Background: an optimization exercise with open tools, aiming at small area. Do not read the settings as production practice.
Only simulation tests tie the RTL to the original design; equivalence was not proved.
In runs 4 to 6 the design's own scripts or RTL, not TritonCTS, make the clock network.
The clock port is modelled as an ideal driver, which makes a skipped or thinned clock tree look cheaper than it is; a real chip needs a root buffer or a tree.
Power is estimated from default activity; no workload was simulated.

File: flow/config.mk
export PLATFORM = sky130hd
export DESIGN_NAME = bms_fsm
export DESIGN_NICKNAME = bms_fsm
export VERILOG_FILES = /design/flow/design.v
export SDC_FILE = /design/flow/constraint.sdc
export NUM_CORES = 4
export LEC_CHECK = 0
export CAP_MARGIN = 20
export CORE_MARGIN = 2
export CORE_UTILIZATION = 40
export SLEW_MARGIN = 20
File: flow/constraint.sdc
create_clock -name core_clock -period 10.0 [get_ports {clk}]
set_input_delay 2.0000 -clock core_clock [delete_from_list [all_inputs] [get_ports {clk}]]
set_output_delay 2.0000 -clock core_clock [all_outputs]
set_load 0.01 [all_outputs]
File: flow/design.v
module debounce_persist #(
  parameter integer N     = 10,
  parameter integer TA    = 2,
  parameter integer TB    = 9,
  parameter integer XNOR  = 0,
  parameter [N-1:0] LOAD  = {N{1'b0}},
  parameter [N-1:0] LOAD1 = {N{1'b0}}
)(
  input  wire         clk,
  input  wire         step,
  input  wire         ld1,
  output reg  [N-1:0] q
);
  wire fb = q[TA] ^ q[TB] ^ (XNOR != 0);
  always @(posedge clk) begin
    if (step)     q <= {~q[N-2:0], fb};
    else if (ld1) q <= LOAD1;
    else          q <= LOAD;
  end
endmodule
module bms_fsm #(
  parameter integer DB_V   = 1000,
  parameter integer PERS_V = 50000,
  parameter integer RCV_V  = 5000,
  parameter integer DB_T   = 1000,
  parameter integer PERS_T = 50000,
  parameter integer RCV_T  = 5000,
  parameter integer DB_I   = 500,
  parameter integer PERS_I = 10000,
  parameter integer RCV_I  = 2000
)(
  input  wire clk,
  input  wire rst_n,
  input  wire ov_raw, uv_raw, ot_raw, ut_raw, oc_raw,
  input  wire msk_ov, msk_uv, msk_ot, msk_ut, msk_oc,
  input  wire chg_en,
  input  wire fault_clear_en,
  output reg  [3:0] state_1hot  
);
  wire ov = ov_raw & msk_ov;
  wire uv = uv_raw & msk_uv;
  wire ot = ot_raw & msk_ot;
  wire ut = ut_raw & msk_ut;
  wire oc = oc_raw & msk_oc;
  wire a  = ov | uv | ut;
  reg run;
  reg uv_d, ut_d, oc_d, a_d;
  always @(posedge clk) begin
    uv_d <= uv; ut_d <= ut; oc_d <= oc; a_d <= a;
  end
  wire [9:0] c_ot;
  debounce_persist #(.N(10), .TA(2), .TB(9), .XNOR(0), .LOAD(10'd682), .LOAD1(10'd683))
    u_c_ot (.clk(clk), .step(ot & run), .ld1(ot), .q(c_ot));
  wire [9:0] c_ov;
  debounce_persist #(.N(10), .TA(2), .TB(9), .XNOR(0), .LOAD(10'd682), .LOAD1(10'd683))
    u_c_ov (.clk(clk), .step(ov & run), .ld1(ov), .q(c_ov));
  wire [10:0] c_oc;
  debounce_persist #(.N(11), .TA(1), .TB(10), .XNOR(0), .LOAD(11'd955), .LOAD1(11'd955))
    u_c_oc (.clk(clk), .step(run & (oc == oc_d)), .ld1(1'b0), .q(c_oc));
  wire [15:0] c_uv;
  debounce_persist #(.N(16), .TA(6), .TB(15), .XNOR(0), .LOAD(16'd5488), .LOAD1(16'd5488))
    u_c_uv (.clk(clk), .step(run & uv & uv_d), .ld1(1'b0), .q(c_uv));
  wire [15:0] c_ut;
  debounce_persist #(.N(16), .TA(6), .TB(15), .XNOR(1), .LOAD(16'd40678), .LOAD1(16'd40678))
    u_c_ut (.clk(clk), .step(run & (ut ? ut_d : ~(a | a_d))), .ld1(1'b0), .q(c_ut));
  wire ot_1000 = ((c_ot & 10'd1023) == 10'd555);
  wire ov_1000 = ((c_ov & 10'd1023) == 10'd555);
  wire oc_hi500 = ((c_oc & 11'd1961) == 11'd32);
  wire oc_lo2000 = ((c_oc & 11'd1979) == 11'd1297);
  wire uv_1000 = ((c_uv & 16'd3597) == 16'd1029);
  wire uv_50000 = ((c_uv & 16'd16367) == 16'd5700);
  wire ut_1000 = ((c_ut & 16'd25680) == 16'd17408);
  wire a_lo5000 = ((c_ut & 16'd42361) == 16'd1049);
  wire ut_50000 = ((c_ut & 16'd32703) == 16'd30983);
  reg shut_p;             
  reg uv_hi, ut_hi, ut_pers, a_lo, oc_lo;
  always @(posedge clk) begin
    shut_p  <= run & (ot_1000 | ov_1000 | (oc_d & oc_hi500) | uv_50000);
    uv_hi   <= run & uv_d & (uv_1000 | uv_hi);
    ut_hi   <= run & ut_d & (ut_1000 | ut_hi);
    ut_pers <= run & ut_d & (ut_50000 | ut_pers);
    a_lo    <= run & ~a_d & (a_lo5000 | a_lo);
    oc_lo   <= run & ~oc_d & (oc_lo2000 | oc_lo);
  end
  localparam [1:0] S_NORM  = 2'd0;
  localparam [1:0] S_WARN  = 2'd1;
  localparam [1:0] S_FAULT = 2'd2;
  localparam [1:0] S_SHUT  = 2'd3;
  wire want_shutdown = shut_p | (ut_hi & chg_en);
  wire want_fault    = ut_pers & ~chg_en;
  wire want_warn     = uv_hi | (ut_hi & ~chg_en);
  wire clear_ok      = a_lo & oc_lo;
  reg [1:0] cur, nxt;
  always @* begin
    nxt = cur;
    if (!run) nxt = S_NORM;
    else if (cur != S_SHUT) begin
      if (want_shutdown)   nxt = S_SHUT;
      else if (want_fault) nxt = S_FAULT;
      else if (want_warn)  nxt = S_WARN;
      else if (cur == S_WARN)  begin if (clear_ok) nxt = S_NORM; end
      else if (cur == S_FAULT) begin if (fault_clear_en && clear_ok) nxt = S_WARN; end
    end
  end
  always @(posedge clk or negedge rst_n) begin
    if (!rst_n) begin
      run <= 1'b0;
      cur <= S_NORM;
    end else begin
      run <= 1'b1;
      cur <= nxt;
    end
  end
  always @* begin
    case (cur)
      S_NORM : state_1hot = 4'b0001;
      S_WARN : state_1hot = 4'b0010;
      S_FAULT: state_1hot = 4'b0100;
      default: state_1hot = 4'b1000;
    endcase
  end
endmodule
File: flow/flow/run.sh
#!/bin/bash
# Own layout flow: the standard flow (standard.sh) with three changes:
# the port buffers are buf_1 cells, and CTS inserts no dummy loads and uses
# clkbuf_4 with large sink clusters.  make's full output goes to flow.log.
set -euo pipefail
CTS="-sink_clustering_enable -repair_clock_nets -dont_use_dummy_load -buf_list sky130_fd_sc_hd__clkbuf_4 -sink_clustering_size 30 -sink_clustering_max_diameter 100"
bash standard.sh "CTS_ARGS=$CTS" "BUFFER_PORTS_ARGS=-buffer_cell sky130_fd_sc_hd__buf_1" finish > flow.log 2>&1
File: flow/standard.sh
#!/bin/bash
# synth_recipe.tcl (not shown) runs the flow's synth.tcl, then flattens the netlist and writes it again
# the make line also repeats each setting of config.mk as NAME=value (left out here)
make -C /OpenROAD-flow-scripts/flow DESIGN_CONFIG=/design/flow/config.mk WORK_HOME=/design/flow/orfs CLKGATE_MAP_FILE= SYNTH_SCRIPT=/design/flow/synth_recipe.tcl "${@:-finish}"
==> flow_results.org, run 1 <==
** Setup path
- Setup slack of the worst register-to-register path :: 8170 ps
- The critical path goes through inv_1 > ha_1 > buf_1.
- For the worst flop-to-flop path, the logic depth is 3.
- In this run the number of cells on the critical path is 3.
- Delay contributed by the slowest stage of the critical path :: 430 ps
- Arrival time at the worst endpoint :: 1310 ps
- Reg2reg end :: u_c_ov.q[5]
- Worst reg2reg path startpoint :: run
- The worst setup path is of the register to primary output kind.
- Kind of end point of the critical path :: primary output
- Family with the most delay on the worst path :: flip-flops
- Launching element type of the critical path :: register
- Along the worst path, the maximum fanout reaches 5.
- The number of buffers and inverters on the critical path is 2.
- Critical Path Slowest Stage Cell :: sky130_fd_sc_hd__dfrtp_1
- Data on the critical path is required at its endpoint by 8000 ps.

** STA
- For the final database, setup skew stands at 40.3 ps.
- Setup slack after layout :: 6690 ps
- Worst Max-Slew Pin Slew :: 739 ps
- Final hold analysis gives a worst-case slack of 374 ps.
- Number of failing hold endpoints at the final stage :: 0
- The worst pin sits at a relative slew slack of 50.7%.
- The worst path in the final design needs a cycle of 3310 ps, including I/O delays and setup.
- The total count of max-transition violations in the final report is 0.
- Unrepaired setup endpoints after global routing :: no
- Total of endpoints with negative setup slack in the final report :: 0
- Final Cycle Share :: 33.1%
- Summed over all failing endpoints, the final setup total negative slack is 0 ps.
- Derived from the worst setup path, the maximum achievable clock frequency is 302 MHz.

** Layout
- NumNets Final :: 276
- Summing all multi-input logic gate instances after layout gives 835 µm².
- The filler cells instantiated in the layout total 594.
- Layout overhead on the synthesized area :: 8.13%
- Proportion of layout cells with a drive suffix above 1 :: 3.94%
- Post-layout instance count excluding filler cells :: 329
- Diode count :: 0
- Sequential Area :: 0.00154 mm²
- Final cell utilization of the core :: 44.7%
- With fillers left out, the area of the finished cells amounts to 0.00263 mm².

** Pwr
- Overall power consumption after layout is estimated at 0.461 mW.
- IR analysis of the VDD net gives a maximum drop of 76.0 µV.
- The analysis attributes to cell leakage a power of 0.982 nW.
- Dividing total power by cell area gives a power density of 175 mW/mm².

** Place
- Cell area reported after detailed placement :: 0.00256 mm²
- In this run the tool buffered the top-level ports with 17 buffer cells.
- Detailed-placement wirelength estimate :: 3050 µm
- The congestion estimate from routability-driven global placement came to 0.789.
- At the placement stage, the worst setup path has a slack of 6660 ps.
- Counting tap cells, the placed design contains a total of 320 instances.

** Hold path
- Counting instances, the worst hold path has a depth of 1.
- In this run the worst hold path is classified as register to register.
- Worst hold path startpoint :: u_c_oc.q[6]
- Endpoint of the worst hold-timing path :: u_c_oc.q[7]

** Synthesis
- Counting flops and latches in the post-synthesis netlist gives 76.
- Top cell type by total area after synthesis :: sky130_fd_sc_hd__dfxtp_1
- Of the synthesized area, sequential elements account for 63.2%.
- Xor/xnor cell area share of the yosys netlist :: 1.80%
- Fraction of synthesized area in multiplexers :: 0%
- Most frequent cell after synthesis :: sky130_fd_sc_hd__dfxtp_1
- After synthesis the cells add up to 0.00243 mm².
- After synthesis, the largest area contributor takes up 60.1% of total cell area.
- Share of flip-flops with an asynchronous set or reset :: 3.95%
- Number of instances in the synthesized netlist :: 233
- Cells taking the most area after synthesis :: sky130_fd_sc_hd__dfxtp_1, sky130_fd_sc_hd__nor2_1, sky130_fd_sc_hd__nand2_1
- Most used flip-flop cell after synthesis :: sky130_fd_sc_hd__dfxtp_1
- Simple-gate area share of the yosys netlist :: 22.5%
- Net count after synthesis :: 253
- Area share of fa/ha/maj cells after synthesis :: 3.09%
- Count of flip-flops with a built-in enable after synthesis :: 0
- Summing the areas of all compound-gate instances in the mapped netlist gives 6.79% of the synthesized area.
- After synthesis, the largest family of logic cells by area is simple AND/OR/NAND/NOR gates.
- Yosys warning total :: 5
- Mean area per synthesized cell :: 10.4 µm²
- Number of distinct library cells after synthesis :: 40
- By count the netlist is led by sky130_fd_sc_hd__dfxtp_1, sky130_fd_sc_hd__nor2_1, sky130_fd_sc_hd__nand2_1.

** CTS
- TritonCTS built the clock tree.
- Number of instances resized during post-cts repair :: 0
- TritonCTS created 9 clock buffers.
- Largest buffer count on any clock path :: 2
- Total number of clock tree sinks :: 76
- Buffers added to address setup during post-CTS repair amount to 0.
- Total of hold buffers inserted after clock tree synthesis :: 0
- In this run the number of H-tree levels came out at 3.
- At the later pin of the worst-skew pair, clock insertion delay measures 410 ps.
- Clock tree root buffer cell :: sky130_fd_sc_hd__clkbuf_4
- After clock tree synthesis, the clock-pin slew on the worst setup and hold paths is 110 ps.

** Floorplan
- Die Span Y :: 82.0 µm
- The die covers 0.00672 mm².
- During I/O placement, the number of pins put on the boundary was 18.
- Starting density of the core :: 41.3%
- The initialized floorplan defines 28 standard-cell rows.
- Die Width :: 82.0 µm
- Core footprint :: 0.00589 mm²

** Flow run
- Total of max-cap violations :: 0

** GRT
- Global routing used 19.4% of the available met1 tracks.
- Number of global-route vias before repair :: 1561
- Entering global routing, the biggest net connects 24 pins.
- Number of antenna violations at the first check in global routing :: 0
- Most Crowded Layer GR :: met2
- Global-route wire length before repair :: 7200 µm
- Global-route congestion overflow total :: 0
- Met2 layer usage reported by global route :: 20.9%
- Overall Global Routing Usage :: 14.7%
- Met3 demand-to-capacity share in global routing :: 5.38%

** Routing
- WL/cell :: 12.7 µm
- Initial drt markers :: 105
- The detailed router placed 1644 vias in this run.
- After detailed routing, the number of vias per cell comes to 5.00.
- Residual DRC :: 0
- Before antenna repair, the detailed router went through 6 iterations.
- Once detail routing completed, the nets flagged for antenna violations numbered 0.
- Detailed Route WL :: 4170 µm

** Run status
- The run finished with no timing, DRC or antenna violations.
## worst reg2reg max path: stages (launching register included)
cell	delay (ps)
sky130_fd_sc_hd__dfrtp_1	840
sky130_fd_sc_hd__inv_1	380
sky130_fd_sc_hd__nor2_1	380
sky130_fd_sc_hd__nand2_1	90
## worst max path at each step
stage	from	endpoint	slack, ps
floorplan	ov_raw	u_c_ut.q[15]	7020
detailed placement	uv_raw	u_c_ut.q[7]	6660
global placement	uv_raw	u_c_ut.q[15]	6690
CTS	cur[1]	state_1hot[0]	6650
finish	cur[1]	state_1hot[0]	6690
global route	cur[1]	state_1hot[1]	6550
## routing by layer
metal	wire (µm)	vias to the layer above
met3	227	8
met4	78	0
met5	0	-
met1	2080	751
met2	1780	43
li1	-	842
## layout make-up
type                       count  area share [%]
sequential                    76            58.4
multi-input combinational    143            31.7
clock buffer                   9            2.57
timing repair buffer          17            2.43
tap                           75            3.57
inverter                       9            1.28
## cell usage in the layout, fill, tap and decap left out, types with 2 or more instances in the layout
master,n
sky130_fd_sc_hd__dfxtp_1,73
sky130_fd_sc_hd__clkbuf_4,9
sky130_fd_sc_hd__a22o_1,2
sky130_fd_sc_hd__nand2_1,28
sky130_fd_sc_hd__nand3_1,14
sky130_fd_sc_hd__inv_1,9
sky130_fd_sc_hd__ha_1,6
sky130_fd_sc_hd__o21ai_0,2
sky130_fd_sc_hd__nor4b_1,2
sky130_fd_sc_hd__a31oi_1,3
sky130_fd_sc_hd__buf_1,17
sky130_fd_sc_hd__and2_1,3
sky130_fd_sc_hd__a41oi_1,3
sky130_fd_sc_hd__a21oi_1,5
sky130_fd_sc_hd__nor2_1,32
sky130_fd_sc_hd__xnor2_1,4
sky130_fd_sc_hd__and4b_1,4
sky130_fd_sc_hd__nand4_1,2
sky130_fd_sc_hd__nor3_1,9
sky130_fd_sc_hd__nor4bb_1,3
sky130_fd_sc_hd__and3b_1,2
sky130_fd_sc_hd__dfrtp_1,3
sky130_fd_sc_hd__and3_1,2
sky130_fd_sc_hd__nor4_1,2
## report_power, final
group          leakage, nW  switching [mW]  internal (mW)  total (mW)
registers            0.634         0.00609          0.310       0.316
logic                0.307         0.00969        0.00647      0.0162
clock network       0.0414          0.0864         0.0419       0.128
total                0.982           0.102          0.358       0.461
## cells by family after synthesis
group,Yosys count
simple gates,109
flops,76
fa+ha+maj,6
buf+inv,14
other cells,1
xor+xnor,5
compound gates,22
## registers in the layout (all words and copies together) (netlist names), 2 cells and up
register,count
u_c_ot.q,10
u_c_ut.q,16
u_c_uv.q,16
cur,2
u_c_oc.q,11
u_c_ov.q,10
==> run 2: changes to the inputs <==
==> flow/run.sh (new file) <==
#!/bin/bash
# synth_recipe.tcl (not shown) runs the flow's synth.tcl, then flattens the netlist and writes it again
# the make line also repeats each setting of config.mk as NAME=value (left out here)
make -C /OpenROAD-flow-scripts/flow DESIGN_CONFIG=/design/flow/config.mk WORK_HOME=/design/flow/orfs CLKGATE_MAP_FILE= SYNTH_SCRIPT=/design/flow/synth_recipe.tcl finish
removed: flow/flow/run.sh
removed: flow/standard.sh
==> flow_results.org, run 2 <==
** GRT
- For met2 alone, demand over resource in global routing was 20.2%.
- The layer flagged by global routing as most heavily used is met2.
- Number of global-route vias before repair :: 1549
- Global-route congestion overflow total :: 0
- Global routing used 14.6% of the available tracks.
- The number of antenna violations at the first check in global routing is 0.
- Global routing consumed, on the met1 layer, 19.3% of the routing resources.
- Entering global routing, the biggest net connects 24 pins.
- The first global-routing pass estimated 7040 µm of wire.
- Met3 demand-to-capacity share in global routing :: 5.60%

** Routing
- Residual DRC :: 0
- In this run the remaining antenna-violating nets after routing total 0.
- Detailed Route WL :: 4280 µm
- The first TritonRoute pass finished after 4 iterations.
- Initial drt markers :: 72
- In the final routed layout, each cell accounts on average for 12.7 µm.
- Drt via density :: 4.81
- The routed layout has 1616 vias.

** Layout
- Diode count :: 0
- NumNets Final :: 276
- Leaving out fill and tap cells, the most frequent cell in the layout is sky130_fd_sc_hd__dfxtp_1.
- In the layout the commonest cells are sky130_fd_sc_hd__dfxtp_1, sky130_fd_sc_hd__nor2_1, sky130_fd_sc_hd__nand2_1.
- Post-layout instance count excluding filler cells :: 336
- The largest registers in the layout are u_c_ut.q x16, u_c_uv.q x16, u_c_oc.q x11.
- Compared with the post-synthesis result, the final layout area differs by 17.6%.
- The layout has 572 filler cells.
- In the final layout, the share of cells above drive strength 1 is 6.51%.

** CTS
- Post-CTS Setup Bufs :: 0
- Clock tree from TritonCTS :: yes
- Clock tree root buffer cell :: sky130_fd_sc_hd__clkbuf_8
- Largest buffer count on any clock path :: 2
- Number of instances resized during post-cts repair :: 0
- The clock reaches the later pin of the worst-skew pair after 350 ps.
- Counting every sink on the clock net gives 76.
- Clock buffer count from CTS :: 9
- After clock tree synthesis, the clock-pin slew on the worst setup and hold paths is 70 ps.
- CTS built an H-tree with a depth of 3.
- Total of hold buffers inserted after clock tree synthesis :: 0

** Synthesis
- The most used flip-flop cell after synthesis is sky130_fd_sc_hd__dfxtp_1.
- After Yosys synthesis, XOR and XNOR cells account for 1.80% of the synthesized area.
- Complex-gate fraction of the synthesized area :: 6.79%
- sky130_fd_sc_hd__dfxtp_1 is the most common cell in the netlist.
- Commonest cells in the synthesized netlist :: sky130_fd_sc_hd__dfxtp_1, sky130_fd_sc_hd__nor2_1, sky130_fd_sc_hd__nand2_1
- After synthesis, the largest family of logic cells by area is simple AND/OR/NAND/NOR gates.
- After synthesis, the mean cell area works out to 10.4 µm².
- Counting flops with an async set or reset pin after synthesis yields a share of 3.95%.
- Simple-gate area share of the yosys netlist :: 22.5%
- Area share of the largest cell type after synthesis :: 60.1%
- Counting every net in the synthesized netlist gives 253.
- The biggest area contributor in the post-synthesis netlist is sky130_fd_sc_hd__dfxtp_1.
- Fraction of synthesized area in multiplexers :: 0%
- Count of flip-flops with a built-in enable after synthesis :: 0
- In this run, distinct cell masters in the synthesized netlist total 40.
- Summing the sequential cell areas from Yosys gives 63.2% of the chip area.
- In the post-synthesis netlist, the biggest area contributors are sky130_fd_sc_hd__dfxtp_1, sky130_fd_sc_hd__nor2_1, sky130_fd_sc_hd__nand2_1.
- After technology mapping, the gate count stands at 233.
- In this run the cell area of the synthesized design comes to 0.00243 mm².
- Yosys reg bits :: 76
- Yosys printed 5 warnings.
- Area share of fa/ha/maj cells after synthesis :: 3.09%

** STA
- Relative slew slack :: 51.0%
- Slew Limit Fails :: 0
- Clock skew on the completed layout was measured at 10.5 ps.
- Setup slack closes at 6370 ps.
- Number of failing hold endpoints at the final stage :: 0
- The clock period could shrink to 3630 ps.
- Sum of negative setup slack :: 0 ps
- Unrepaired setup endpoints after global routing :: no
- For the pin with the worst max-slew slack, the measured transition is 735 ps.
- Final Cycle Share :: 36.3%
- Max Clock Freq :: 275 MHz
- Setup violations remaining at the end of the flow were counted as 0.

** Setup path
- The worst setup path is of the register to primary output kind.
- Together, buffers and inverters on the worst path number 2.
- Max FO, Critical Path :: 5
- The worst setup path is captured at a primary output.
- Endpoint required time on the critical path :: 8000 ps
- In this design, the largest share of critical-path delay is due to buffers and inverters.
- Critical Path Slowest Stage Cell :: sky130_fd_sc_hd__clkdlybuf4s50_1
- STA classifies the critical path startpoint as a register.
- The critical path goes through inv_1 > ha_1 > clkdlybuf4s50_1.
- The largest single stage delay on the critical path is 530 ps.
- Arrival time at the worst endpoint :: 1630 ps

** Pwr
- VDD sags by at most 108 µV.
- The design draws 0.559 mW.
- Power spread over the standard cell area amounts to 195 mW/mm².
- Total leakage power :: 1.08 nW

** Place
- After detailed placement, the design holds a cell count of 320.
- At the placement stage, the worst setup path has a slack of 6310 ps.
- GPL Wtd Cong :: 0.767
- Detailed-placement wirelength estimate :: 3070 µm
- Buffers placed on the I/O ports in this run total 17.

** Floorplan
- Die Span Y :: 82.0 µm
- 18 I/O pins were placed.
- Core footprint :: 0.00589 mm²
- The floorplan has 28 rows.
- The die covers 0.00672 mm².
- The die is 82.0 µm wide.
- For this configuration, the core starts out at a cell density of 41.3%.

** Flow run
- Across the run, the number of max-cap violations was 0.

** Run status
- Result of the run :: finished clean

** Hold path
- The path class of the tightest hold or removal check is register to register.
==> run 2: cells by family (layout without fill, tap and decap cells) <==
| family | Yosys count | in the layout |
|---|---|---|
| compound gates | 22 | 22 |
| buf+inv | 14 | 42 |
| flops | 76 | 76 |
| simple gates | 109 | 109 |
| fa+ha+maj | 6 | 6 |
| xor+xnor | 5 | 5 |
| other cells | 1 | 1 |
==> run 2: path summary, 6_finish.rpt <==
kind / end / startpoint / cells past startpoint / slack, ps
min in group asynchronous: run / rst_n / 1 / 1820
worst min-delay path: u_c_oc.q[7] / u_c_oc.q[6] / 1 / 360
worst min register to register: u_c_oc.q[7] / u_c_oc.q[6] / 1 / 360
worst max register to register: u_c_ov.q[3] / run / 3 / 8170
max in group asynchronous: cur[1] / rst_n / 1 / 8040
worst max-delay path: state_1hot[0] / cur[1] / 3 / 6370
==> run 2: per-layer routing <==
metal / up-vias / share of wire, %
met2: 30 / 42
met5: - / 0
met1: 736 / 51
li1: 842 / -
met3: 8 / 5.1
met4: 0 / 2.2
==> run 2: cell type report <==
type                            count  area, µm²  area share, %
Inverter                            9       33.8           1.18
Tap cell                           75       93.8           3.28
Multi-Input combinational cell    143        835           29.2
Timing Repair Buffer               17        170           5.95
Clock inverter                      7       67.6           2.36
Sequential cell                    76       1540           53.7
Clock buffer                        9        124           4.33
==> run 2: where the power goes <==
| group | switching [mW] | internal (mW) |
|---|---|---|
| sequential | 0.00629 | 0.310 |
| combinational | 0.00959 | 0.00985 |
| clock | 0.109 | 0.114 |
==> run 2: worst reg2reg max path, stage by stage (launching register included) <==
cell                      delay [ps]
sky130_fd_sc_hd__dfrtp_1         820
sky130_fd_sc_hd__inv_1           400
sky130_fd_sc_hd__nor2_1          390
sky130_fd_sc_hd__nand2_1         100
==> run 2: metrics by stage <==
stage | hold slack [ps] | instance area [µm²] | utilization [%]
floorplan | 343 | 2430 | -
detailed placement | 350 | 2670 | 45.3
global placement | 345 | 2670 | 45.3
finish | 364 | 2860 | 48.6
global route | 381 | 2860 | 48.6
CTS | 369 | 2860 | 48.6
==> run 3: changes to the inputs <==
--- a/flow/design.v
+++ b/flow/design.v
@@ -82,41 +82,32 @@
     a_lo    <= run & ~a_d & (a_lo5000 | a_lo);
     oc_lo   <= run & ~oc_d & (oc_lo2000 | oc_lo);
   end
-  localparam [1:0] S_NORM  = 2'd0;
-  localparam [1:0] S_WARN  = 2'd1;
-  localparam [1:0] S_FAULT = 2'd2;
-  localparam [1:0] S_SHUT  = 2'd3;
   wire want_shutdown = shut_p | (ut_hi & chg_en);
   wire want_fault    = ut_pers & ~chg_en;
   wire want_warn     = uv_hi | (ut_hi & ~chg_en);
   wire clear_ok      = a_lo & oc_lo;
-  reg [1:0] cur, nxt;
-  always @* begin
-    nxt = cur;
-    if (!run) nxt = S_NORM;
-    else if (cur != S_SHUT) begin
-      if (want_shutdown)   nxt = S_SHUT;
-      else if (want_fault) nxt = S_FAULT;
-      else if (want_warn)  nxt = S_WARN;
-      else if (cur == S_WARN)  begin if (clear_ok) nxt = S_NORM; end
-      else if (cur == S_FAULT) begin if (fault_clear_en && clear_ok) nxt = S_WARN; end
-    end
-  end
+  reg  [1:0] cur;
+  wire is_warn  = ~cur[1] &  cur[0];
+  wire is_fault =  cur[1] & ~cur[0];
+  wire is_shut  =  cur[1] &  cur[0];
+  wire to_shut  = is_shut | want_shutdown;
+  wire to_fault = ~to_shut & (want_fault | (~want_warn & is_fault & ~(fault_clear_en & clear_ok)));
+  wire to_warn  = ~to_shut & ~want_fault &
+                  (want_warn | (is_warn & ~clear_ok) | (is_fault & fault_clear_en & clear_ok));
+  wire [1:0] nxt = {run & (to_shut | to_fault), run & (to_shut | to_warn)};
   always @(posedge clk or negedge rst_n) begin
     if (!rst_n) begin
       run <= 1'b0;
-      cur <= S_NORM;
+      cur <= 2'b00;
     end else begin
       run <= 1'b1;
       cur <= nxt;
     end
   end
   always @* begin
-    case (cur)
-      S_NORM : state_1hot = 4'b0001;
-      S_WARN : state_1hot = 4'b0010;
-      S_FAULT: state_1hot = 4'b0100;
-      default: state_1hot = 4'b1000;
-    endcase
+    state_1hot[0] = ~cur[1] & ~cur[0];
+    state_1hot[1] = is_warn;
+    state_1hot[2] = is_fault;
+    state_1hot[3] = is_shut;
   end
 endmodule
==> flow/flow/run.sh (new file) <==
#!/bin/bash
# Own layout flow: the standard flow (standard.sh) with three changes:
# the port buffers are buf_1 cells, and CTS inserts no dummy loads and uses
# clkbuf_4 with large sink clusters.  make's full output goes to flow.log.
set -euo pipefail
CTS="-sink_clustering_enable -repair_clock_nets -dont_use_dummy_load -buf_list sky130_fd_sc_hd__clkbuf_4 -sink_clustering_size 30 -sink_clustering_max_diameter 100"
bash standard.sh "CTS_ARGS=$CTS" "BUFFER_PORTS_ARGS=-buffer_cell sky130_fd_sc_hd__buf_1" finish > flow.log 2>&1
==> flow/standard.sh (new file) <==
#!/bin/bash
# synth_recipe.tcl (not shown) runs the flow's synth.tcl, then flattens the netlist and writes it again
# the make line also repeats each setting of config.mk as NAME=value (left out here)
make -C /OpenROAD-flow-scripts/flow DESIGN_CONFIG=/design/flow/config.mk WORK_HOME=/design/flow/orfs CLKGATE_MAP_FILE= SYNTH_SCRIPT=/design/flow/synth_recipe.tcl "${@:-finish}"
removed: flow/run.sh
==> flow_results.org, run 3 <==
** STA
- Largest clock skew in the final design :: 27.4 ps
- Number of failing hold endpoints at the final stage :: 0
- Setup repair after global routing left no endpoint under its margin.
- Sum of negative setup slack :: 0 ps
- Headroom to the max-slew limit came out at 65.9%.
- Setup slack after layout :: 6810 ps
- Final Cycle Share :: 31.9%
- Slew Limit Fails :: 0
- The routed design could run at a clock period as short as 3190 ps.
- For the pin with the worst max-slew slack, the measured transition is 511 ps.
- Total of endpoints with negative setup slack in the final report :: 0
- Max Clock Freq :: 314 MHz
- On the final layout, the worst hold slack is 366 ps.

** Routing
- Detailed routing inserted a total of 1499 vias.
- Number of optimization iterations in the first detailed-route pass :: 4
- For this run, design rule violations remaining after detail routing come to 0.
- The count of nets left with antenna violations once routing finished came out at 0.
- The detailed router finished its first iteration with 46 violations.
- Dividing the detail-routed via count by the number of cells gives 4.73.
- In the final routed layout, each cell accounts on average for 11.9 µm.
- The routed design has 3760 µm of wire.

** Pwr
- Total chip power :: 0.458 mW
- IR drop worst, VDD :: 99.8 µV
- Total leakage power :: 0.964 nW
- Power spread over the standard cell area amounts to 183 mW/mm².

** GRT
- Overall Global Routing Usage :: 13.7%
- The first global-routing pass estimated 6530 µm of wire.
- The number of global-route vias before repair is 1459.
- Number of antenna violations at the first check in global routing :: 0
- Largest net degree at the start of global routing :: 20
- Global-route congestion overflow total :: 0

** Synthesis
- The share of the Yosys chip area taken by registers is 65.8%.
- The cell count after synthesis came out at 227.
- Yosys reg bits :: 76
- The most common cell in the synthesized netlist is sky130_fd_sc_hd__dfxtp_1.
- In this run the cell area of the synthesized design comes to 0.00234 mm².
- The most used flip-flop cell after synthesis is sky130_fd_sc_hd__dfxtp_1.
- Number of distinct library cells after synthesis :: 39
- Area share of the largest cell type after synthesis :: 62.6%
- Top cell type by total area after synthesis :: sky130_fd_sc_hd__dfxtp_1
- By area the synthesized netlist is led by sky130_fd_sc_hd__dfxtp_1, sky130_fd_sc_hd__nand2_1, sky130_fd_sc_hd__nor2_1.
- Share of flip-flops with an asynchronous set or reset :: 3.95%
- Mean area per synthesized cell :: 10.3 µm²
- Count of flip-flops with a built-in enable after synthesis :: 0
- Yosys warning total :: 5
- By count the netlist is led by sky130_fd_sc_hd__dfxtp_1, sky130_fd_sc_hd__nand2_1, sky130_fd_sc_hd__nor2_1.
- The number of nets in the synthesized netlist is 241.

** CTS
- Total of hold buffers inserted after clock tree synthesis :: 0
- Number of instances resized during post-cts repair :: 0
- The clock passes through at most 2 buffers.
- Clock tree from TritonCTS :: yes
- Counting every sink on the clock net gives 76.
- Clock-pin slew was measured on the worst setup and hold paths at 100 ps.
- The H-tree generated during clock tree synthesis spans 3 levels.
- Clock tree root buffer cell :: sky130_fd_sc_hd__clkbuf_4
- Clock buffer count from CTS :: 9
- Buffers added to address setup during post-CTS repair amount to 0.
- Clk Latency, worst-skew pair :: 400 ps

** Floorplan
- DIE AREA :: 0.00647 mm²
- The die is 80.4 µm tall.
- The core region is 0.00557 mm².
- For this configuration, the core starts out at a cell density of 41.9%.
- Die Width :: 80.4 µm
- The floorplan has 27 rows.
- Number of placed I/O pins :: 18

** Layout
- Sequential Area :: 0.00154 mm²
- Diode count :: 0
- The post-route netlist has 3.67% of its cells at a drive strength greater than 1.
- Layout overhead on the synthesized area :: 7.34%
- NumNets Final :: 261
- The top cell types in the final layout, fill and taps aside, are sky130_fd_sc_hd__dfxtp_1, sky130_fd_sc_hd__nand2_1, sky130_fd_sc_hd__nor2_1.
- Leaving out fill and tap cells, the most frequent cell in the layout is sky130_fd_sc_hd__dfxtp_1.
- Final cell utilization of the core :: 45.0%
- The largest registers in the layout are u_c_ut.q x16, u_c_uv.q x16, u_c_oc.q x11.
- Multi-input combinational cell area :: 727 µm²
- The filler cells instantiated in the layout total 559.

** Place
- The wire-length estimate of the detail-placed layout is 2810 µm.
- Number of buffers inserted by port buffering :: 17
- Pre-CTS setup slack :: 6680 ps
- Routability-driven placement finished with a final weighted congestion of 0.754.

** Run status
- Result of the run :: finished clean

** Setup path
- Endpoint required time on the critical path :: 8000 ps
- Max FO, Critical Path :: 4
- STA classifies the critical path startpoint as a register.
- The critical path is of the register to primary output type.
- Kind of end point of the critical path :: primary output
- For the worst setup path, the data arrival time is 1190 ps.

** Hold path
- Worst hold path type :: register to register

** Flow run
- The tool flagged a number of max-cap violations equal to 0.
[run 3: cell count changes in the layout (fill, tap and decap cells not counted), moves of 7 or more]
cell                              change
sky130_fd_sc_hd__buf_1               +17
sky130_fd_sc_hd__clkbuf_8             -9
sky130_fd_sc_hd__clkdlybuf4s50_1     -17
sky130_fd_sc_hd__clkbuf_4             +9
sky130_fd_sc_hd__nand2_1             +16
sky130_fd_sc_hd__nor3_1               -7
sky130_fd_sc_hd__nand3_1             -10
[run 3: cells by family (layout without fill, tap and decap cells)]
| kind of cell | count (synthesis) | count (layout) | synth area share, % |
|---|---|---|---|
| xor gates and xnor gates | 6 | 6 | 2.25 |
| AOI/OAI and AO/OA | 16 | 16 | 5.09 |
| buffers and inverters | 14 | 32 | 3.11 |
| other | 1 | 1 | 0.161 |
| DFF | 76 | 76 | 65.8 |
| and+or+nand+nor | 114 | 114 | 23.6 |
[run 3: area by class of cell]
class	count	area share, %
flip-flops and latches	76	61.3
clock buffers	9	2.69
well taps	72	3.59
repair buffers	17	2.54
multi-input cells	137	29.0
inverters	6	0.898
[run 3: report_power, final]
group / leakage (nW) / switching, mW / total (mW) / internal (mW)
sequential: 0.634 / 0.00549 / 0.316 / 0.311
combinational: 0.288 / 0.00865 / 0.0150 / 0.00636
clock: 0.0414 / 0.0848 / 0.127 / 0.0419
total: 0.964 / 0.0989 / 0.458 / 0.359
[run 3: worst max-delay path, cell delays in order, from the launching register on]
cell and delay (ps):
sky130_fd_sc_hd__dfrtp_1 410, sky130_fd_sc_hd__nor2b_1 200, sky130_fd_sc_hd__buf_1 180
[run 3: final timing paths]
path / startpoint / end / slack [ps] / cells past startpoint
setup / recovery: cur[0] / state_1hot[2] / 6810 / 2
hold / removal: u_c_ut.q[5] / u_c_ut.q[6] / 370 / 1
min in group asynchronous: rst_n / cur[0] / 1380 / 1
max in group asynchronous: rst_n / cur[1] / 8450 / 1
setup reg to reg: u_c_uv.q[7] / shut_p / 8580 / 3
hold reg to reg: u_c_ut.q[5] / u_c_ut.q[6] / 370 / 1
[run 3: stage by stage]
step | cell area (µm²) | cells
floorplan | 2340 | 227
finish | 2510 | 317
global placement | 2440 | 308
global route | 2510 | 317
CTS | 2510 | 317
detailed placement | 2440 | 308
[run 3: metal layers]
metal,routed length (µm),share of wire [%],GRT usage (%)
met3,262,7.0,6.29
met5,0,0,0
met4,57,1.5,6.10
met2,1540,41,19.8
met1,1890,50,17.6
==> run 4: changes to the inputs <==
--- a/flow/design.v
+++ b/flow/design.v
@@ -87,25 +87,28 @@
   wire want_warn     = uv_hi | (ut_hi & ~chg_en);
   wire clear_ok      = a_lo & oc_lo;
   reg  [1:0] cur;
-  wire is_warn  = ~cur[1] &  cur[0];
-  wire is_fault =  cur[1] & ~cur[0];
-  wire is_shut  =  cur[1] &  cur[0];
+  wire is_norm  = (cur == 2'b00);
+  wire is_warn  = (cur == 2'b11);
+  wire is_fault = (cur == 2'b01);
+  wire is_shut  = (cur == 2'b10);
   wire to_shut  = is_shut | want_shutdown;
   wire to_fault = ~to_shut & (want_fault | (~want_warn & is_fault & ~(fault_clear_en & clear_ok)));
   wire to_warn  = ~to_shut & ~want_fault &
                   (want_warn | (is_warn & ~clear_ok) | (is_fault & fault_clear_en & clear_ok));
-  wire [1:0] nxt = {run & (to_shut | to_fault), run & (to_shut | to_warn)};
+  wire to_norm  = ~to_shut & ~to_fault & ~to_warn;
+  wire [1:0] nxt = run ? (({2{to_norm}} & 2'b00) | ({2{to_warn}} & 2'b11) |
+                          ({2{to_fault}} & 2'b01) | ({2{to_shut}} & 2'b10)) : 2'b00;
   always @(posedge clk or negedge rst_n) begin
     if (!rst_n) begin
       run <= 1'b0;
       cur <= 2'b00;
     end else begin
-      run <= 1'b1;
+      run <= rst_n;    
       cur <= nxt;
     end
   end
   always @* begin
-    state_1hot[0] = ~cur[1] & ~cur[0];
+    state_1hot[0] = is_norm;
     state_1hot[1] = is_warn;
     state_1hot[2] = is_fault;
     state_1hot[3] = is_shut;
==> flow/flow/run.sh (replaced) <==
#!/bin/bash
# Own layout flow: the standard flow (standard.sh) with two changes:
#  * the port buffers are buf_1 cells;
#  * the clock tree is built by flow/my_cts.tcl (via the PRE_CTS_TCL hook in
#    flow/cts_hook.tcl): clock port -> one root inverter -> 4 leaf inverters
#    -> the flip-flops.
# make's full output (all tools) goes to flow.log; ORFS's per-step logs stay
# under orfs/logs/.
set -euo pipefail
bash standard.sh "PRE_CTS_TCL=$PWD/flow/cts_hook.tcl" \
  "BUFFER_PORTS_ARGS=-buffer_cell sky130_fd_sc_hd__buf_1" finish > flow.log 2>&1
==> flow/flow/cts_hook.tcl (new file) <==
# PRE_CTS_TCL hook: ORFS's cts.tcl calls clock_tree_synthesis next; this
# replaces that command with my_cts2 (my_cts.tcl).  The rest of cts.tcl
# (legalisation, timing repair, writing the results) runs as usual.
source [file join [file dirname [info script]] my_cts.tcl]
rename clock_tree_synthesis orfs_clock_tree_synthesis
proc clock_tree_synthesis {args} {
  my_cts2 4 sky130_fd_sc_hd__inv_4 sky130_fd_sc_hd__inv_8
  set_propagated_clock [all_clocks]
}
==> flow/flow/my_cts.tcl (new file) <==
# Clock tree for this design, used in place of ORFS's clock_tree_synthesis
# (see cts_hook.tcl).  The clock port drives one root inverter, which drives
# K leaf inverters; each leaf drives one group of clock sinks, grouped by
# k-means on their placed positions.  The two inversions keep the clock's
# polarity, and every sink sees the same two stages.
proc my_cts2 {K root leaf} {
  set block [ord::get_db_block]
  set db [ord::get_db]
  set clknet [$block findNet clk]
  set pts {}
  foreach it [$clknet getITerms] {
    set inst [$it getInst]
    set bb [$inst getBBox]
    lappend pts [list [expr {([$bb xMin]+[$bb xMax])/2.0}] [expr {([$bb yMin]+[$bb yMax])/2.0}] $it]
  }
  set n [llength $pts]
  set srt [lsort -real -index 0 $pts]
  set cs {}
  for {set k 0} {$k < $K} {incr k} {
    set q [lindex $srt [expr {int(($k+0.5)*$n/$K)}]]
    lappend cs [list [lindex $q 0] [lindex $q 1]]
  }
  for {set iter 0} {$iter < 50} {incr iter} {
    set grp {}
    for {set k 0} {$k < $K} {incr k} { lappend grp {} }
    foreach q $pts {
      set best 0; set bd 1e30
      for {set k 0} {$k < $K} {incr k} {
        set c [lindex $cs $k]
        set d [expr {abs([lindex $q 0]-[lindex $c 0]) + abs([lindex $q 1]-[lindex $c 1])}]
        if {$d < $bd} {set bd $d; set best $k}
      }
      lset grp $best [concat [lindex $grp $best] [list $q]]
    }
    set cs {}
    for {set k 0} {$k < $K} {incr k} {
      set sx 0; set sy 0; set m [llength [lindex $grp $k]]
      foreach q [lindex $grp $k] { set sx [expr {$sx+[lindex $q 0]}]; set sy [expr {$sy+[lindex $q 1]}] }
      if {$m == 0} {set m 1}
      lappend cs [list [expr {$sx/$m}] [expr {$sy/$m}]]
    }
  }
  set rx 0; set ry 0
  foreach c $cs { set rx [expr {$rx+[lindex $c 0]}]; set ry [expr {$ry+[lindex $c 1]}] }
  set rx [expr {int($rx/$K)}]; set ry [expr {int($ry/$K)}]
  set rnet [odb::dbNet_create $block clknet_root]
  $rnet setSigType CLOCK
  set rinst [odb::dbInst_create $block [$db findMaster $root] clkinv_root]
  [$rinst findITerm A] connect $clknet
  [$rinst findITerm Y] connect $rnet
  $rinst setLocation $rx $ry
  $rinst setPlacementStatus PLACED
  for {set k 0} {$k < $K} {incr k} {
    set g [lindex $grp $k]
    if {[llength $g] == 0} continue
    set lnet [odb::dbNet_create $block clknet_leaf_$k]
    $lnet setSigType CLOCK
    set linst [odb::dbInst_create $block [$db findMaster $leaf] clkinv_leaf_$k]
    [$linst findITerm A] connect $rnet
    [$linst findITerm Y] connect $lnet
    set c [lindex $cs $k]
    $linst setLocation [expr {int([lindex $c 0])}] [expr {int([lindex $c 1])}]
    $linst setPlacementStatus PLACED
    foreach q $g {
      set it [lindex $q 2]
      $it disconnect
      $it connect $lnet
    }
    puts "my_cts2: clkinv_leaf_$k drives [llength $g] sinks"
  }
}
==> flow_results.org, run 4 <==
** STA
- Slew Limit Fails :: 0
- The worst path meets setup with 6950 ps of slack.
- Largest clock skew in the final design :: 22.7 ps
- Final hold slack :: 368 ps
- Final Cycle Share :: 30.5%
- The clock period could shrink to 3050 ps.
- Timing would allow up to 328 MHz.
- Sum of negative setup slack :: 0 ps
- Setup violations remaining at the end of the flow were counted as 0.
- Worst Max-Slew Pin Slew :: 517 ps
- Number of failing hold endpoints at the final stage :: 0
- Headroom to the max-slew limit came out at 65.5%.
- Setup repair after global routing left no endpoint under its margin.

** Setup path
- Endpoint required time on the critical path :: 10090 ps
- Sequence of cells on the critical path :: buf_1 > a222oi_1 > a22o_1 > and2_1 > nand2_1
- The startpoint identified for the worst register-to-register timing path is run.
- Max FO, Critical Path :: 10
- Critical Path Slowest Stage Cell :: sky130_fd_sc_hd__a222oi_1
- Kind of end point of the critical path :: register
- Setup slack on the worst reg-to-reg path comes out at 8520 ps.
- Reg2reg end :: u_c_ov.q[1]
- R2R depth :: 3
- Type of the setup path with the least slack :: input pin to register
- Launching element type of the critical path :: input pin
- Arrival time at the worst endpoint :: 3150 ps
- For this run, the slowest stage of the critical path takes 450 ps.

** Floorplan
- 18 I/O pins were placed.
- Die Span Y :: 79.9 µm
- Site Rows :: 27
- The die is 79.9 µm wide.
- DIE AREA :: 0.00639 mm²
- Starting density of the core :: 41.6%
- The region available for standard cell placement spans 0.00554 mm².

** CTS
- Clk Latency, worst-skew pair :: 210 ps
- After clock tree synthesis, the clock-pin slew on the worst setup and hold paths is 90 ps.
- Number of instances resized during post-cts repair :: 0
- The number of setup buffers added after CTS is 0.
- Total of hold buffers inserted after clock tree synthesis :: 0

** Synthesis
- Top cell type by total area after synthesis :: sky130_fd_sc_hd__dfxtp_1
- Among all flip-flop cells after synthesis, the most frequent one is sky130_fd_sc_hd__dfxtp_1.
- Yosys warning total :: 5
- Combined area of all synthesized cells :: 0.00231 mm²
- The number of nets handed over by synthesis was 240.
- In this run, synthesis inferred 0 flip-flops with an integrated enable.
- Counting flops and latches in the post-synthesis netlist gives 76.
- Cells taking the most area after synthesis :: sky130_fd_sc_hd__dfxtp_1, sky130_fd_sc_hd__nand2_1, sky130_fd_sc_hd__nor2_1
- Yosys mapped the design onto 34 distinct sky130hd cell types.
- For this run, the register share of the synthesized area comes to 66.6%.
- Number of instances in the synthesized netlist :: 226
- Commonest cells in the synthesized netlist :: sky130_fd_sc_hd__dfxtp_1, sky130_fd_sc_hd__nand2_1, sky130_fd_sc_hd__nor2_1
- Share of flip-flops with an asynchronous set or reset :: 3.95%
- sky130_fd_sc_hd__dfxtp_1 is the most common cell in the netlist.
- Averaged over all synthesized cells, the footprint is 10.2 µm².
- Of the post-synthesis cell area, the dominant cell type holds 63.3%.

** Pwr
- Internal power comes to 0.333 mW.
- The design draws 0.447 mW.
- Fraction of power consumed by sequential logic :: 70.7%
- Total leakage power :: 0.932 nW
- Combinational cells account for 3.3% of the total power.
- Switching Power :: 0.115 mW
- IR drop worst, VDD :: 92.7 µV
- Net switching share of the total power :: 25.6%
- In this run the power density over the cells is 181 mW/mm².
- Clock network power share :: 25.9%

** GRT
- Global-route congestion overflow total :: 0
- Entering global routing, the biggest net connects 24 pins.
- Number of global-route vias before repair :: 1370
- The number of antenna violations at the first check in global routing was 0.
- Across every metal layer, demand over resource in global routing totals 12.1%.
- The first global-routing pass estimated 6370 µm of wire.

** Layout
- Commonest cells after routing, fill and taps aside :: sky130_fd_sc_hd__dfxtp_1, sky130_fd_sc_hd__nand2_1, sky130_fd_sc_hd__nor2_1
- NumNets Final :: 256
- Largest registers in the final layout :: u_c_ut.q x16, u_c_uv.q x16, u_c_oc.q x11
- The post-route netlist has 2.92% of its cells at a drive strength greater than 1.
- The library cell used most frequently in the layout, excluding fill and tap cells, is sky130_fd_sc_hd__dfxtp_1.
- Diode count :: 0
- The area growth from synthesis to layout is 6.89%.

** Place
- Number of buffers inserted by port buffering :: 17
- OpenSTA, run right after detailed placement, puts the worst setup slack at 6710 ps.
- GPL Wtd Cong :: 0.719
- Once detailed placement completed, the half-perimeter wirelength came to 2720 µm.

** Hold path
- The worst hold path terminates at u_c_uv.q[5].
- Worst Hold Depth :: 1
- Worst hold path startpoint :: u_c_uv.q[4]
- Worst hold path type :: register to register

** Run status
- Result of the run :: finished clean

** Routing
- The first TritonRoute pass finished after 4 iterations.
- WL/cell :: 11.7 µm
- Residual DRC :: 0
- For this block, the initial DRC count from the detailed router was 64.
- Detailed routing inserted a total of 1479 vias.
- Remaining antenna violation count after routing :: 0
- Drt via density :: 4.74
- After detailed routing, the total wire length is 3650 µm.

** Flow run
- Total of max-cap violations :: 0
## run 4: cell types whose count changed after synthesis, moves of 2 or more
cell	previous run	this run
sky130_fd_sc_hd__nand4_1	2	4
sky130_fd_sc_hd__and3_1	4	2
sky130_fd_sc_hd__nand4b_1	3	1
sky130_fd_sc_hd__a21oi_1	3	5
sky130_fd_sc_hd__nor2_1	31	35
sky130_fd_sc_hd__nor3_1	2	5
## run 4: logic make-up after synthesis
logic type | Yosys count | share of synthesized area, %
DFF | 76 | 66.6
buffers and inverters | 13 | 2.82
and+or+nand+nor | 114 | 23.1
xor gates and xnor gates | 6 | 2.28
AOI/OAI and AO/OA | 17 | 5.21
## run 4: worst max-delay path, delay by kind of cell
family / cells / cell delay (ps)
simple gates: 2 / 410
compound gates: 2 / 660
buf+inv: 1 / 80
## run 4: how the worst max path moves through the flow
stage | from | to | cells after the start
5_1_grt | ut_raw | u_c_ut.q[15] | 5
4_1_cts | ut_raw | u_c_ut.q[12] | 5
3_3_place_gp | ut_raw | u_c_ut.q[12] | 5
2_1_floorplan | ut_raw | u_c_ut.q[7] | 5
6_report | ut_raw | u_c_ut.q[12] | 5
3_5_place_dp | ut_raw | u_c_ut.q[12] | 5
## run 4: stage by stage
| stage | utilization (%) | std cells | instance area (µm²) |
|---|---|---|---|
| after detailed placement | 43.6 | 307 | 2410 |
| final | 44.5 | 312 | 2470 |
| after global placement | 43.6 | 307 | 2410 |
| after floorplan | - | 226 | 2310 |
| after global routing | 44.5 | 312 | 2470 |
| after CTS | 44.5 | 312 | 2470 |
## run 4: power by group through the flow
| stage | Sequential [mW] | Clock, mW | Combinational [mW] |
|---|---|---|---|
| global route | 0.318 | 0.132 | 0.0177 |
| finish | 0.316 | 0.116 | 0.0149 |
| global placement | 0.323 | 0 | 0.0148 |
| floorplan | 0.321 | 0 | 0.0112 |
| CTS | 0.317 | 0.122 | 0.0152 |
| detailed placement | 0.323 | 0 | 0.0152 |
## run 4: final cells by class
cell class	count	area [µm²]
multi-input combinational	137	706
fill	546	3070
inverter	10	70.1
sequential	76	1540
tap	72	90.1
timing repair buffer	17	63.8
## run 4: per-layer routing
metal	track usage, %	part of all wire [%]	up-vias
met3	1.47	3.3	5
met4	2.03	1.4	0
li1	-	-	775
met5	0	0	-
met1	19.2	54	682
met2	17.7	41	17
==> run 5: changes to the inputs <==
==> flow/flow/run.sh (replaced) <==
#!/bin/bash
# Own layout flow: the standard flow (standard.sh) with three changes:
#  * the port buffers are buf_1 cells;
#  * the clock tree is built by flow/my_cts.tcl (via the PRE_CTS_TCL hook in
#    flow/cts_hook.tcl): clock port -> one root inverter -> 4 leaf inverters
#    -> the flip-flops;
#  * after CTS, flow/downsize.tcl (POST_CTS_TCL hook) swaps logic cells to
#    the smallest drive strength of the same function where timing allows.
# make's full output (all tools) goes to flow.log; ORFS's per-step logs stay
# under orfs/logs/.
set -euo pipefail
bash standard.sh "PRE_CTS_TCL=$PWD/flow/cts_hook.tcl" "POST_CTS_TCL=$PWD/flow/downsize.tcl" \
  "BUFFER_PORTS_ARGS=-buffer_cell sky130_fd_sc_hd__buf_1" finish > flow.log 2>&1
==> flow/flow/downsize.tcl (new file) <==
# POST_CTS_TCL hook: swap each logic cell for the smallest cell of the same
# function (same name stem, other drive strength) while timing stays met
# with room to spare and no max slew/cap violation appears.
proc ds_area {m} { return [expr {[$m getWidth] * [$m getHeight]}] }
proc downsize_all {} {
  set db [ord::get_db]
  set block [ord::get_db_block]
  set libs [$db getLibs]
  set n 0
  foreach inst [$block getInsts] {
    set m [$inst getMaster]
    set name [$m getName]
    if {![regexp {^(sky130_fd_sc_hd__[a-z0-9]+)_([0-9]+)$} $name -> stem drv]} continue
    if {[regexp {^sky130_fd_sc_hd__(dfxtp|dfrtp|dfstp|tapvpwrvgnd|fill|decap|conb|clkbuf|clkinv|inv|buf)} $stem]} continue
    if {[string match "clk*" [$inst getName]]} continue
    set best $m
    foreach d {0 1 2} {
      if {$d >= $drv} break
      set cand [$db findMaster ${stem}_$d]
      if {$cand == "NULL" || $cand == ""} continue
      if {[ds_area $cand] < [ds_area $best]} { set best $cand }
    }
    if {$best == $m} continue
    set iname [$inst getName]
    replace_cell [get_cells $iname] [$best getName]
    estimate_parasitics -placement
    set ok 1
    if {[sta::worst_slack -max] < 1.0 || [sta::worst_slack -min] < 0.05 || [sta::max_slew_violation_count] > 0 || [sta::max_capacitance_violation_count] > 0} { set ok 0 }
    if {$ok} { incr n; puts "downsize: $iname $name -> [$best getName]" } else { replace_cell [get_cells $iname] $name; estimate_parasitics -placement }
  }
  puts "downsize: $n cells"
}
downsize_all
==> flow_results.org, run 5 <==
** Layout
- At the end of the flow, the number of nets in the layout was 256.
- The library cell used most frequently in the layout, excluding fill and tap cells, is sky130_fd_sc_hd__dfxtp_1.
- Proportion of layout cells with a drive suffix above 1 :: 2.08%
- The largest registers in the layout are u_c_ut.q x16, u_c_uv.q x16, u_c_oc.q x11.
- Once layout is complete, the cells apart from fillers number 312.
- Commonest cells after routing, fill and taps aside :: sky130_fd_sc_hd__dfxtp_1, sky130_fd_sc_hd__nand2_1, sky130_fd_sc_hd__nor2_1
- Diode count :: 0
- The area growth from synthesis to layout is 6.45%.
- The filler cells instantiated in the layout total 547.

** Routing
- The final route contains 1480 vias.
- In this run the remaining antenna-violating nets after routing total 0.
- The first TritonRoute pass finished after 4 iterations.
- The detailed router finished its first iteration with 66 violations.
- In the final routed layout, each cell accounts on average for 11.7 µm.
- Detailed Route WL :: 3640 µm
- Residual DRC :: 0
- After detailed routing, the number of vias per cell comes to 4.74.

** Place
- GPL Wtd Cong :: 0.719
- Counting tap cells, the placed design contains a total of 307 instances.
- At the placement stage, the worst setup path has a slack of 6710 ps.
- Number of buffers inserted by port buffering :: 17
- Detailed placement finished with a half-perimeter wire length of 2720 µm.

** Floorplan
- The die covers 0.00639 mm².
- The initialized floorplan defines 27 standard-cell rows.
- The die is 79.9 µm wide.
- From bottom edge to top edge, the die measures 79.9 µm.
- Starting density of the core :: 41.6%
- Core footprint :: 0.00554 mm²
- 18 I/O pins were placed.

** CTS
- Clock-pin slew was measured on the worst setup and hold paths at 90 ps.
- The later pin in the worst-skew pair is clocked with a latency of 210 ps.

** Flow run
- The tool flagged a number of max-cap violations equal to 0.

** STA
- Number of failing hold endpoints at the final stage :: 0
- Sum of negative setup slack :: 0 ps
- Relative slew slack :: 65.5%
- Largest clock skew in the final design :: 22.7 ps
- Max Clock Freq :: 328 MHz
- At the pin with the least slew margin, the transition time is 517 ps.
- Slew Limit Fails :: 0
- The worst path needs 3050 ps of the cycle, external delays included.
- Total of endpoints with negative setup slack in the final report :: 0
- Of the available clock period, the critical path in the final layout requires 30.5%.
- Setup slack after layout :: 6950 ps
- Unrepaired setup endpoints after global routing :: no

** GRT
- Largest net degree at the start of global routing :: 24
- The first global-routing pass estimated 6370 µm of wire.
- In the global route stage, overall resource usage came out at 12.1%.
- Summed over all layers, the global routing overflow is 0.
- Number of antenna violations at the first check in global routing :: 0
- The number of global-route vias before repair came to 1370.

** Synthesis
- The netlist uses 34 different library cells.
- Main combinational cell family by area after synthesis :: simple AND/OR/NAND/NOR gates
- Summed over its instances, the top area cell type makes up 63.3% of the synthesized netlist area.
- Yosys instantiated no cell more often than sky130_fd_sc_hd__dfxtp_1.
- Simple-gate area share of the yosys netlist :: 23.1%
- Fraction of synthesized area in multiplexers :: 0%
- By count the netlist is led by sky130_fd_sc_hd__dfxtp_1, sky130_fd_sc_hd__nand2_1, sky130_fd_sc_hd__nor2_1.
- The synthesized design contains 76 register bits.
- Dividing the synthesized area by the synthesized cell count gives 10.2 µm².
- Complex-gate fraction of the synthesized area :: 5.21%
- Sequential fraction of the synthesis area :: 66.6%
- sky130_fd_sc_hd__dfxtp_1 takes more of the synthesized area than any other cell.
- Area share of fa/ha/maj cells after synthesis :: 0%
- Xor/xnor cell area share of the yosys netlist :: 2.28%
- Most used flip-flop cell after synthesis :: sky130_fd_sc_hd__dfxtp_1
- Combined area of all synthesized cells :: 0.00231 mm²
- In the synthesized netlist the async set-or-reset flop fraction comes to 3.95%.
- The cell count after synthesis came out at 226.
- Yosys printed 5 warnings.
- Count of flip-flops with a built-in enable after synthesis :: 0
- By area the synthesized netlist is led by sky130_fd_sc_hd__dfxtp_1, sky130_fd_sc_hd__nand2_1, sky130_fd_sc_hd__nor2_1.
- Counting every net in the synthesized netlist gives 240.

** Setup path
- The worst setup path is launched from an input pin.
- Setup slack of the worst register-to-register path :: 8520 ps
- Endpoint required time on the critical path :: 10090 ps
- In this run the critical register-to-register path is captured at u_c_ov.q[1].
- The setup path with the least slack is of type input pin to register.
- R2R depth :: 3
- Max FO, Critical Path :: 10
- Arrival time at the worst endpoint :: 3150 ps
- Kind of end point of the critical path :: register
- The startpoint identified for the worst register-to-register timing path is run.

** Hold path
- Worst hold path type :: register to register
- Along the worst hold path, the cell count comes to 1.
- Worst hold path startpoint :: u_c_uv.q[4]
- Endpoint of the worst hold-timing path :: u_c_uv.q[5]

** Pwr
- The design draws 0.447 mW.
- Power per cell area :: 182 mW/mm²
- In this run the static leakage power is 0.928 nW.
- IR drop worst, VDD :: 92.6 µV

** Run status
- Result of the run :: finished clean
-- run 5: how the worst max path moves through the flow --
stage / startpoint / endpoint / slack (ps) / depth (start not counted)
after global placement: ut_raw / u_c_ut.q[12] / 6770 / 5
after floorplan: ut_raw / u_c_ut.q[7] / 7020 / 5
final: ut_raw / u_c_ut.q[12] / 6950 / 5
after global routing: ut_raw / u_c_ut.q[15] / 6770 / 5
after detailed placement: ut_raw / u_c_ut.q[12] / 6710 / 5
-- run 5: cell families (layout without fill, tap and decap cells) --
logic type,count (synthesis),after routing
compound gates,17,17
xor+xnor,6,6
buf+inv,13,27
flops,76,76
simple gates,114,114
-- run 5: area by class of cell --
cell class | count | area (µm²) | share of cell area [%]
inverter | 10 | 70.1 | 2.85
multi-input combinational | 137 | 696 | 28.3
sequential | 76 | 1540 | 62.6
tap | 72 | 90.1 | 3.67
timing repair buffer | 17 | 63.8 | 2.60
-- run 5: routing by layer --
layer / GRT usage (%) / up-vias / routed length [µm]
met1: 19.2 / 683 / 1970
met4: 2.03 / 0 / 51
met3: 1.47 / 5 / 120
met2: 17.7 / 17 / 1500
li1: - / 775 / -
met5: 0 / - / 0
-- run 5: worst max-delay path: stages --
cell,delay [ps]
sky130_fd_sc_hd__buf_1,80
sky130_fd_sc_hd__a222oi_1,450
sky130_fd_sc_hd__a22o_1,210
sky130_fd_sc_hd__and2_1,310
sky130_fd_sc_hd__nand2_1,100
-- run 5: stage by stage --
stage | cell area, µm² | hold slack [ps] | utilization [%]
2_1_floorplan | 2310 | 343 | -
3_3_place_gp | 2410 | 345 | 43.6
3_5_place_dp | 2410 | 348 | 43.6
5_1_grt | 2460 | 382 | 44.3
6_report | 2460 | 368 | 44.3
-- run 5: power breakdown --
group          internal, mW  total, mW  switching, mW
registers             0.311      0.316        0.00587
logic               0.00613     0.0149        0.00874
clock network        0.0160      0.116          0.100
total                 0.333      0.447          0.115
==> run 6: changes to the inputs <==
==> flow/flow/run.sh (replaced) <==
#!/bin/bash
# Own layout flow: the standard flow (standard.sh) with four changes:
#  * synthesis runs the standard flow's script through flow/my_synth.tcl, which only
#    swaps ABC's mapping script for flow/abc_area8.script;
#  * the port buffers are buf_1 cells;
#  * the clock tree is built by flow/my_cts.tcl (via the PRE_CTS_TCL hook in
#    flow/cts_hook.tcl): clock port -> one root inverter -> 4 leaf inverters
#    -> the flip-flops;
#  * after CTS, flow/downsize.tcl (POST_CTS_TCL hook) swaps logic cells to
#    the smallest drive strength of the same function where timing allows.
# make's full output (all tools) goes to flow.log; ORFS's per-step logs stay
# under orfs/logs/.
set -euo pipefail
bash standard.sh "SYNTH_SCRIPT=$PWD/flow/my_synth.tcl" "FLOW_SYNTH_TCL=$PWD/synth_recipe.tcl" \
  "PRE_CTS_TCL=$PWD/flow/cts_hook.tcl" "POST_CTS_TCL=$PWD/flow/downsize.tcl" \
  "BUFFER_PORTS_ARGS=-buffer_cell sky130_fd_sc_hd__buf_1" finish > flow.log 2>&1
==> flow/flow/abc_area8.script (new file) <==
&get -n
&st
&dch
&nf
&st
&syn2
&if -g -K 6
&synch2
&nf -a -R 1000
&st
&syn2
&if -g -K 6
&synch2
&nf -a -R 1000
&put
==> flow/flow/my_synth.tcl (new file) <==
# Synthesis for this flow: the standard flow's own synthesis script (synth_recipe.tcl in
# the work folder, named by FLOW_SYNTH_TCL), which runs ORFS's synth.tcl,
# with one change: ABC maps the logic with abc_area8.script (beside this
# file) instead of ORFS's abc_speed.script.  That script starts like ORFS's
# (delay-oriented &nf mapping) and then remaps twice in area mode
# (&nf -a).  Registers are mapped before ABC runs, so they are as in
# the standard flow's synthesis.
set my_abc_script [file join [file dirname [file normalize [info script]]] abc_area8.script]
proc abc {args} {
  global my_abc_script
  set i [lsearch -exact $args -script]
  if {$i >= 0} { lset args [expr {$i + 1}] $my_abc_script }
  yosys abc {*}$args
}
source $::env(FLOW_SYNTH_TCL)
==> flow_results.org, run 6 <==
** Layout
- Leaving out fill and tap cells, the most frequent cell in the layout is sky130_fd_sc_hd__dfxtp_1.
- Sequential Area :: 0.00154 mm²
- The number of antenna diodes in the final layout is 0.
- Post-layout instance count excluding filler cells :: 311
- Relative to the synthesized area, the layout overhead comes to 7.71%.
- NumNets Final :: 255
- Summing all multi-input logic gate instances after layout gives 689 µm².
- Final cell utilization of the core :: 44.4%
- Cells with a size suffix above 1 make up 2.09% of the layout.
- Number of inserted filler cells in the final layout :: 533
- Largest registers in the final layout :: u_c_ut.q x16, u_c_uv.q x16, u_c_oc.q x11
- In the layout the commonest cells are sky130_fd_sc_hd__dfxtp_1, sky130_fd_sc_hd__nand2_1, sky130_fd_sc_hd__nor2_1.

** GRT
- Largest net degree at the start of global routing :: 28
- The number of global-route vias before repair is 1391.
- Overall Global Routing Usage :: 11.8%
- The number of antenna violations at the first check in global routing is 0.
- The first global-routing pass estimated 6290 µm of wire.
- Global-route congestion overflow total :: 0

** Synthesis
- The mapped netlist covers 0.00227 mm².
- The synthesized netlist devotes 4.79% of its cell area to compound gates.
- In this run, distinct cell masters in the synthesized netlist total 28.
- The commonest cells after synthesis are sky130_fd_sc_hd__dfxtp_1, sky130_fd_sc_hd__nand2_1, sky130_fd_sc_hd__nor2_1.
- Simple-gate area share of the yosys netlist :: 23.3%
- Number of instances in the synthesized netlist :: 221
- Main combinational cell family by area after synthesis :: simple AND/OR/NAND/NOR gates
- Net count after synthesis :: 235
- In the synthesized netlist the dominant register cell turns out to be sky130_fd_sc_hd__dfxtp_1.
- Yosys instantiated no cell more often than sky130_fd_sc_hd__dfxtp_1.
- Xor/xnor cell area share of the yosys netlist :: 2.31%
- The share of synthesized area in the top cell type comes to 64.4%.
- After synthesis, the share of flip-flops with an asynchronous set or reset is 3.95%.
- Each instance of the synthesized netlist takes up on average 10.3 µm².
- Of the post-synthesis cell area, the part taken by muxes is 0%.
- The largest total area in the synthesized netlist belongs to sky130_fd_sc_hd__dfxtp_1.
- Area share of fa/ha/maj cells after synthesis :: 0%
- The synthesized design contains 0 enable-type register cells.
- Cells taking the most area after synthesis :: sky130_fd_sc_hd__dfxtp_1, sky130_fd_sc_hd__nand2_1, sky130_fd_sc_hd__nor2_1
- Sequential cells were found to cover 67.7% of the synthesized design area.
- Yosys warning total :: 5
- Counting flops and latches in the post-synthesis netlist gives 76.

** Routing
- In the routed design, unresolved DRC markers number 0.
- Remaining antenna violation count after routing :: 0
- Number of optimization iterations in the first detailed-route pass :: 4
- Detailed Route WL :: 3530 µm
- In the final routed layout, each cell accounts on average for 11.4 µm.
- Dividing the detail-routed via count by the number of cells gives 4.56.
- The detailed router finished its first iteration with 42 violations.
- The routed layout has 1419 vias.

** Place
- Number of buffers inserted by port buffering :: 17
- Detailed-placement wirelength estimate :: 2570 µm
- The congestion estimate from routability-driven global placement came to 0.762.
- In this run, placement finished with an instance count of 306.

** Floorplan
- The die covers 0.00630 mm².
- Die Width :: 79.3 µm
- After floorplanning, the core was sized to cover 0.00551 mm².
- Number of placed I/O pins :: 18
- Once the floorplan was initialized, standard cells occupied 41.2% of the core.
- The floorplan has 27 rows.
- From bottom edge to top edge, the die measures 79.3 µm.

** Pwr
- Switching Power :: 0.113 mW
- Combinational cells account for 3.2% of the total power.
- The clock network accounts for 25.8% of the total power.
- Summing internal, switching and leakage power gives 0.445 mW.
- Net switching is 25.4% of the power.
- Fraction of power consumed by sequential logic :: 71.0%
- Across the VDD grid, the largest voltage drop is 79.3 µV.
- Cell Int Power :: 0.332 mW
- Power per cell area :: 182 mW/mm²
- Total leakage power :: 0.902 nW

** STA
- Setup repair after global routing left no endpoint under its margin.
- Final hold slack :: 373 ps
- Max Clock Freq :: 338 MHz
- Setup violations remaining at the end of the flow were counted as 0.
- For the pin with the worst max-slew slack, the measured transition is 472 ps.
- Largest clock skew in the final design :: 43.4 ps
- Sum of negative setup slack :: 0 ps
- The routed design could run at a clock period as short as 2960 ps.
- The number of hold-slack violations in the final timing report is 0.
- Relative slew slack :: 68.6%
- Final Cycle Share :: 29.6%
- The total count of max-transition violations in the final report came to 0.

** Setup path
- Data on the critical path arrives at its endpoint at 960 ps.
- Kind of end point of the critical path :: primary output
- Type of the setup path with the least slack :: register to primary output
- Max FO, Critical Path :: 4
- The worst setup path is launched from a register.
- Endpoint required time on the critical path :: 8000 ps

** Hold path
- Worst hold path type :: register to register

** CTS
- Clock transition time at the flip-flop clock pins of the worst setup and hold paths :: 110 ps
- The clock reaches the later pin of the worst-skew pair after 220 ps.

** Run status
- The flow ran to the end and the layout has no timing, DRC or antenna violations.

** Flow run
- Across the run, the number of max-cap violations was 0.
run 6: area by class of cell:
cell class	instances	area share, %
inverter	9	2.71
multi-input combinational	137	28.2
timing repair buffer	17	2.61
tap	72	3.68
sequential	76	62.8
run 6: kinds of logic after synthesis:
| family | count (synthesis) |
|---|---|
| AOI/OAI and AO/OA | 16 |
| and+or+nand+nor | 115 |
| buffers and inverters | 8 |
| DFF | 76 |
| xor gates and xnor gates | 6 |
run 6: worst paths after layout:
check,from,endpoint,slack [ps],cells after the start
max,cur[1],state_1hot[2],7040,2
min,u_c_uv.q[4],u_c_uv.q[5],370,1
max reg2reg,run,u_c_ov.q[1],8400,3
min reg2reg,u_c_uv.q[4],u_c_uv.q[5],370,1
max in group asynchronous,rst_n,cur[1],8200,1
min in group asynchronous,rst_n,run,1570,1
run 6: stage by stage:
stage          setup WS [ps]  area (µm²)
2_1_floorplan           7120        2270
3_3_place_gp            6870        2390
3_5_place_dp            6850        2390
5_1_grt                 6910        2450
6_report                7040        2450
run 6: layer usage:
metal  global-route usage, %  routed length (µm)  part of all wire, %  vias to the layer above
met4                    2.07                  59                  1.7                        0
met5                       0                   0                    0                        -
li1                        -                   -                    -                      768
met2                    18.6                1500                   42                       14
met1                    17.6                1840                   52                      633
met3                    1.48                 129                  3.7                        4
run 6: power groups by stage:
stage / Combinational, mW / Clock (mW) / Sequential (mW)
after global placement: 0.0146 / 0 / 0.323
after detailed placement: 0.0147 / 0 / 0.323
after floorplan: 0.0101 / 0 / 0.321
final: 0.0144 / 0.115 / 0.316
after global routing: 0.0171 / 0.131 / 0.318
run 6: worst max-delay path, stage by stage (launching register included):
cell	delay [ps]
sky130_fd_sc_hd__dfrtp_1	410
sky130_fd_sc_hd__nor2b_1	200
sky130_fd_sc_hd__buf_1	170

[static timing again, ports no longer ideal]
The results above use ideal ports. As a check the final layouts listed here were re-extracted and re-timed, cells and wires unchanged.
Step 1: set_driving_cell puts a clkbuf_16 on clk and a buf_2 on each other input, an assumption about the parent block.
Step 2 also shifts input and output timing later by t, the mid clock arrival at the registers, as if the neighbouring blocks saw the same clock.
Slacks: no drivers / after step 1 / after step 2; pairs: no drivers / after step 1.
run	t, ns	slack for setup (ns)
run 1	0.413	6.688 / 6.665 / 6.612
run 2	0.374	6.370 / 6.343 / 6.292
run 3	0.415	6.814 / 6.789 / 6.719
run 4	0.231	6.947 / 6.952 / 6.727
run 5	0.231	6.947 / 6.952 / 6.727
run 6	0.229	7.040 / 7.006 / 6.836
After both steps setup and hold are still met in every run listed.
